Source: an optimization exercise on an open RTL-to-GDS flow (aim: small area and a short achievable clock period). Production flows keep margins and buffers that such runs may drop. At most, simulation tests tie the RTL to the original design; equivalence was not proved.

==> module fpu_add, before the edit <==
module fpu_add #(parameter N = 24, parameter L = 5) (
    input  [N-1:0] a,
    input  [N-1:0] b,
    input          cin,
    output [N-1:0] s,
    output         co
);
    wire [N:0] g [0:L];
    wire [N:0] p [0:L];
    assign g[0] = {a & b, cin};
    assign p[0] = {a ^ b, 1'b0};
    genvar lv, j;
    generate
        for (lv = 0; lv < L; lv = lv + 1) begin : lvl
            for (j = 0; j <= N; j = j + 1) begin : bt
                if ((j >> lv) & 1) begin : mrg
                    assign g[lv+1][j] = g[lv][j] | (p[lv][j] & g[lv][((j >> lv) << lv) - 1]);
                    assign p[lv+1][j] = p[lv][j] & p[lv][((j >> lv) << lv) - 1];
                end else begin : pas
                    assign g[lv+1][j] = g[lv][j];
                    assign p[lv+1][j] = p[lv][j];
                end
            end
        end
    endgenerate
    assign s  = (a ^ b) ^ g[L][N-1:0];
    assign co = g[L][N];
endmodule
clock: 70.0 ns
lec_check: 0
abc_area: 1
cap_margin: 20
core_margin: 2
core_utilization: 45
place_density: 0.6
slew_margin: 20
synth_hierarchical: 1
standard.sh (not shown) runs the stock make flow with config.mk's settings and CLKGATE_MAP_FILE= SYNTH_SCRIPT=/design/flow/synth_recipe.tcl, a recipe that flattens the netlist after the stock synthesis.
==> flow/flow/run.sh <==
#!/bin/bash
# Standard synthesis, then an inverter clean-up around the full adders
# (flow/netopt.py), then the rest of the standard layout with plain
# buffers on the ports and setup repair aimed beyond the clock period.
set -euo pipefail
R=orfs/results/${FLOW_PLATFORM}/fpu/base
LIB=${FLOW_HOME}/platforms/${FLOW_PLATFORM}/lib/sky130_fd_sc_hd__tt_025C_1v80.lib
bash standard.sh synth > synth.log 2>&1
cp $R/1_2_yosys.v 1_2_yosys_std.v
python3 flow/netopt.py "$LIB" 1_2_yosys_std.v $R/1_2_yosys.v > netopt.log 2>&1
rm -f $R/1_synth.odb $R/1_synth.sdc
export BUFFER_PORTS_ARGS="-buffer_cell sky130_fd_sc_hd__buf_2"
export SETUP_SLACK_MARGIN=${MARGIN:-46}
bash standard.sh finish > layout.log 2>&1
Other scripts of this flow, unchanged in this note and not shown: flow/flow/netopt.py
Change:
--- a/flow/design.v
+++ b/flow/design.v
@@ -96,5 +96,5 @@
     end
 endmodule
-module fpu_add #(parameter N = 24, parameter L = 5) (
+module fpu_add #(parameter N = 8) (
     input  [N-1:0] a,
     input  [N-1:0] b,
@@ -103,4 +103,5 @@
     output         co
 );
+    localparam L = $clog2(N + 1);
     wire [N:0] g [0:L];
     wire [N:0] p [0:L];
Effect: Register-to-register slack hardly moves. Sequential cell count is unchanged. Global-route usage does not change. Cell area does not change. Non-clock buffer count does not change. Worst setup slack stays the same. Clock skew is unchanged. Utilization does not change. First-iteration DRC count does not change. Area after synthesis stays the same. Critical path depth does not change. Die area does not change.
Only the layout flow was run in the second run of this note; the RTL was not checked for function there.

--- another note on this design; it stands on its own ---

Design fpu, start of the top module:
module fpu #(
    parameter DATA_WIDTH = 32,
    parameter INST_WIDTH = 1
)(
    input                   i_clk,
    input                   i_rst_n,
    input  [DATA_WIDTH-1:0] i_data_a,
    input  [DATA_WIDTH-1:0] i_data_b,
    input  [INST_WIDTH-1:0] i_inst,
    input                   i_valid,
    output [DATA_WIDTH-1:0] o_data,
    output                  o_valid
);
Size: roughly 3,300 cells after synthesis, roughly 100 I/O pins, roughly 24,000 µm² of cells after synthesis.
Settings: LEC_CHECK=0, ABC_AREA=1, CAP_MARGIN=20, CORE_MARGIN=2, CORE_UTILIZATION=55, PLACE_DENSITY=0.72, SLEW_MARGIN=20, SYNTH_HIERARCHICAL=1; clock period 70.0 ns.
standard.sh (not shown) runs the stock make flow with config.mk's settings and CLKGATE_MAP_FILE= SYNTH_SCRIPT=/design/flow/synth_recipe.tcl, a recipe that flattens the netlist after the stock synthesis.
==> flow/flow/run.sh <==
#!/bin/bash
# Standard synthesis, then an inverter clean-up around the full adders
# (flow/netopt.py), then the rest of the standard layout with plain
# buffers on the ports and setup repair aimed beyond the clock period.
set -euo pipefail
R=orfs/results/${FLOW_PLATFORM}/fpu/base
LIB=${FLOW_HOME}/platforms/${FLOW_PLATFORM}/lib/sky130_fd_sc_hd__tt_025C_1v80.lib
bash standard.sh synth > synth.log 2>&1
cp $R/1_2_yosys.v 1_2_yosys_std.v
python3 flow/netopt.py "$LIB" 1_2_yosys_std.v $R/1_2_yosys.v > netopt.log 2>&1
rm -f $R/1_synth.odb $R/1_synth.sdc
export BUFFER_PORTS_ARGS="-buffer_cell sky130_fd_sc_hd__buf_2"
export SETUP_SLACK_MARGIN=${MARGIN:-46}
bash standard.sh finish > layout.log 2>&1
Other scripts of this flow, unchanged in this note and not shown: flow/flow/netopt.py
Change:
--- a/flow/flow/run.sh
+++ b/flow/flow/run.sh
@@ -13 +13 @@
-export SETUP_SLACK_MARGIN=${MARGIN:-46}
+export SETUP_SLACK_MARGIN=${MARGIN:-43}
- CORE_UTILIZATION: 55 -> 45
- PLACE_DENSITY: 0.72 -> 0.6
Effect: The new run passed the timing, DRC and antenna checks. Design area is lower by 1.9%. Wire length went up by 1.2%. Fmax goes down by 8.6%. Worst setup slack gets worse by 2.2 ns. Worst hold slack barely changes. Sequential share of layout area stays flat.
Change:
--- a/flow/flow/run.sh
+++ b/flow/flow/run.sh
@@ -13 +13 @@
-export SETUP_SLACK_MARGIN=${MARGIN:-43}
+export SETUP_SLACK_MARGIN=${MARGIN:-45}
Via count goes up by 0.75%; routed wire length came out higher by 0.92%; utilization grows by 0.50 points.
Change:
--- a/flow/flow/run.sh
+++ b/flow/flow/run.sh
@@ -13 +13 @@
-export SETUP_SLACK_MARGIN=${MARGIN:-45}
+export SETUP_SLACK_MARGIN=${MARGIN:-46}
Result:
- The changed run completed with no timing, DRC or antenna violations
- design area rises by 1.8%
- clock skew stays the same
- clock-buffer cell count stays the same
- synthesized cell count is unchanged

--- another note on this design; it stands on its own ---

==> v26: inputs <==
// fpu
module fpu #(
    parameter DATA_WIDTH = 32,
    parameter INST_WIDTH = 1
)(
    input                   i_clk,
    input                   i_rst_n,
    input  [DATA_WIDTH-1:0] i_data_a,
    input  [DATA_WIDTH-1:0] i_data_b,
    input  [INST_WIDTH-1:0] i_inst,
    input                   i_valid,
    output [DATA_WIDTH-1:0] o_data,
    output                  o_valid
);
export LEC_CHECK = 0
export ABC_AREA = 1
export CAP_MARGIN = 20
export CORE_MARGIN = 2
export CORE_UTILIZATION = 45
export PLACE_DENSITY = 0.6
export SLEW_MARGIN = 20
export SYNTH_HIERARCHICAL = 1
create_clock -name core_clock -period 70.0 [get_ports {i_clk}]
standard.sh (not shown) runs the stock make flow with config.mk's settings and CLKGATE_MAP_FILE= SYNTH_SCRIPT=/design/flow/synth_recipe.tcl, a recipe that flattens the netlist after the stock synthesis.
==> flow/flow/run.sh <==
#!/bin/bash
# Standard synthesis, then an inverter clean-up around the full adders
# (flow/netopt.py), then the rest of the standard layout with plain
# buffers on the ports and setup repair aimed beyond the clock period.
set -euo pipefail
R=orfs/results/${FLOW_PLATFORM}/fpu/base
LIB=${FLOW_HOME}/platforms/${FLOW_PLATFORM}/lib/sky130_fd_sc_hd__tt_025C_1v80.lib
bash standard.sh synth > synth.log 2>&1
cp $R/1_2_yosys.v 1_2_yosys_std.v
python3 flow/netopt.py "$LIB" 1_2_yosys_std.v $R/1_2_yosys.v > netopt.log 2>&1
rm -f $R/1_synth.odb $R/1_synth.sdc
export BUFFER_PORTS_ARGS="-buffer_cell sky130_fd_sc_hd__buf_2"
export SETUP_SLACK_MARGIN=${MARGIN:-48}
bash standard.sh finish > layout.log 2>&1
Other scripts of this flow, unchanged in this note and not shown: flow/flow/netopt.py
==> v35 (differences from v26) <==
--- a/flow/flow/run.sh
+++ b/flow/flow/run.sh
@@ -11,4 +11,4 @@
 rm -f $R/1_synth.odb $R/1_synth.sdc
 export BUFFER_PORTS_ARGS="-buffer_cell sky130_fd_sc_hd__buf_2"
-export SETUP_SLACK_MARGIN=${MARGIN:-48}
+export SETUP_SLACK_MARGIN=${MARGIN:-46}
 bash standard.sh finish > layout.log 2>&1
==> v4 (differences from v26) <==
--- a/flow/flow/run.sh
+++ b/flow/flow/run.sh
@@ -11,4 +11,4 @@
 rm -f $R/1_synth.odb $R/1_synth.sdc
 export BUFFER_PORTS_ARGS="-buffer_cell sky130_fd_sc_hd__buf_2"
-export SETUP_SLACK_MARGIN=${MARGIN:-48}
+export SETUP_SLACK_MARGIN=${MARGIN:-47}
 bash standard.sh finish > layout.log 2>&1
==> run notes <==
	v26	v35	v4
Status	no timing/DRC/antenna violations	no timing/DRC/antenna violations	no timing/DRC/antenna violations
Setup repair bufs after CTS	18	0	1
Slew at the pin closest to its max-slew limit	1.21 ns	1.06 ns	1.05 ns
Net count of the finished layout	3917	3797	3809
Overall fraction of global-route tracks in use	0.344	0.334	0.334
PnR worst setup slack	48.29 ns	46.57 ns	47.49 ns
Initial detailed-routing violation count	2548	2212	2197
Routed vias	25178	23996	24204
Aggregate routed wire length	96.5 mm	89.6 mm	91.1 mm
Uppermost layer routed	met4	met5	met5
Met1 wire length	37.6 mm	36.4 mm	37.0 mm
GR Layer Usage met3	0.0411	0.0383	0.0395
Detailed-router iteration count before antenna repair	6	5	6

afterwards: timing with drivers on the ports:
Ports are ideal in the flow. The routed layouts listed here were re-timed in OpenROAD. Step 1 sets driving cells, clkbuf_16 on the clock port and buf_2 on the other inputs (assumed; they add their load-dependent delay and slew). Step 2, shift: input delay + t, output delay - t, t = (earliest + latest rising clock arrival at the registers) / 2. This alone moves slack from input paths to output paths. Three values: no drivers, after step 1, after step 2; two values: the first two.
run | shift t [ns] | setup slack, ns | hold slack, ns | worst register clock-pin slew, ns | worst data-port slew with drivers (ns)
the first run of note 1 | 0.302 | 46.529 / 46.535 / 46.233 | 0.474 / 0.474 / 0.474 | 0.05 / 0.05 | 0.07
the second run of note 1 | 0.302 | 46.529 / 46.535 / 46.233 | 0.474 / 0.474 / 0.474 | 0.05 / 0.05 | 0.07
the first run of note 2 | 0.330 | 46.473 / 46.492 / 46.162 | 0.472 / 0.472 / 0.472 | 0.06 / 0.06 | 0.04
the second run of note 2 | 0.338 | 44.257 / 44.271 / 43.934 | 0.474 / 0.474 / 0.474 | 0.06 / 0.06 | 0.04
the third run of note 2 | 0.338 | 45.751 / 45.765 / 45.427 | 0.474 / 0.474 / 0.474 | 0.06 / 0.06 | 0.04
the fourth run of note 2 | 0.339 | 46.603 / 46.612 / 46.273 | 0.473 / 0.473 / 0.473 | 0.07 / 0.07 | 0.04
v26 | 0.342 | 48.289 / 48.225 / 47.884 | 0.473 / 0.473 / 0.473 | 0.06 / 0.06 | 0.27
v35 | 0.341 | 46.570 / 46.594 / 46.253 | 0.473 / 0.473 / 0.473 | 0.06 / 0.06 | 0.11
v4 | 0.341 | 47.494 / 47.475 / 47.134 | 0.473 / 0.473 / 0.473 | 0.06 / 0.06 | 0.11
After both steps setup and hold are still met in every run listed. The setup slack of v26, which loses most, moves by -0.064 ns with the drivers and by -0.405 ns with both steps.
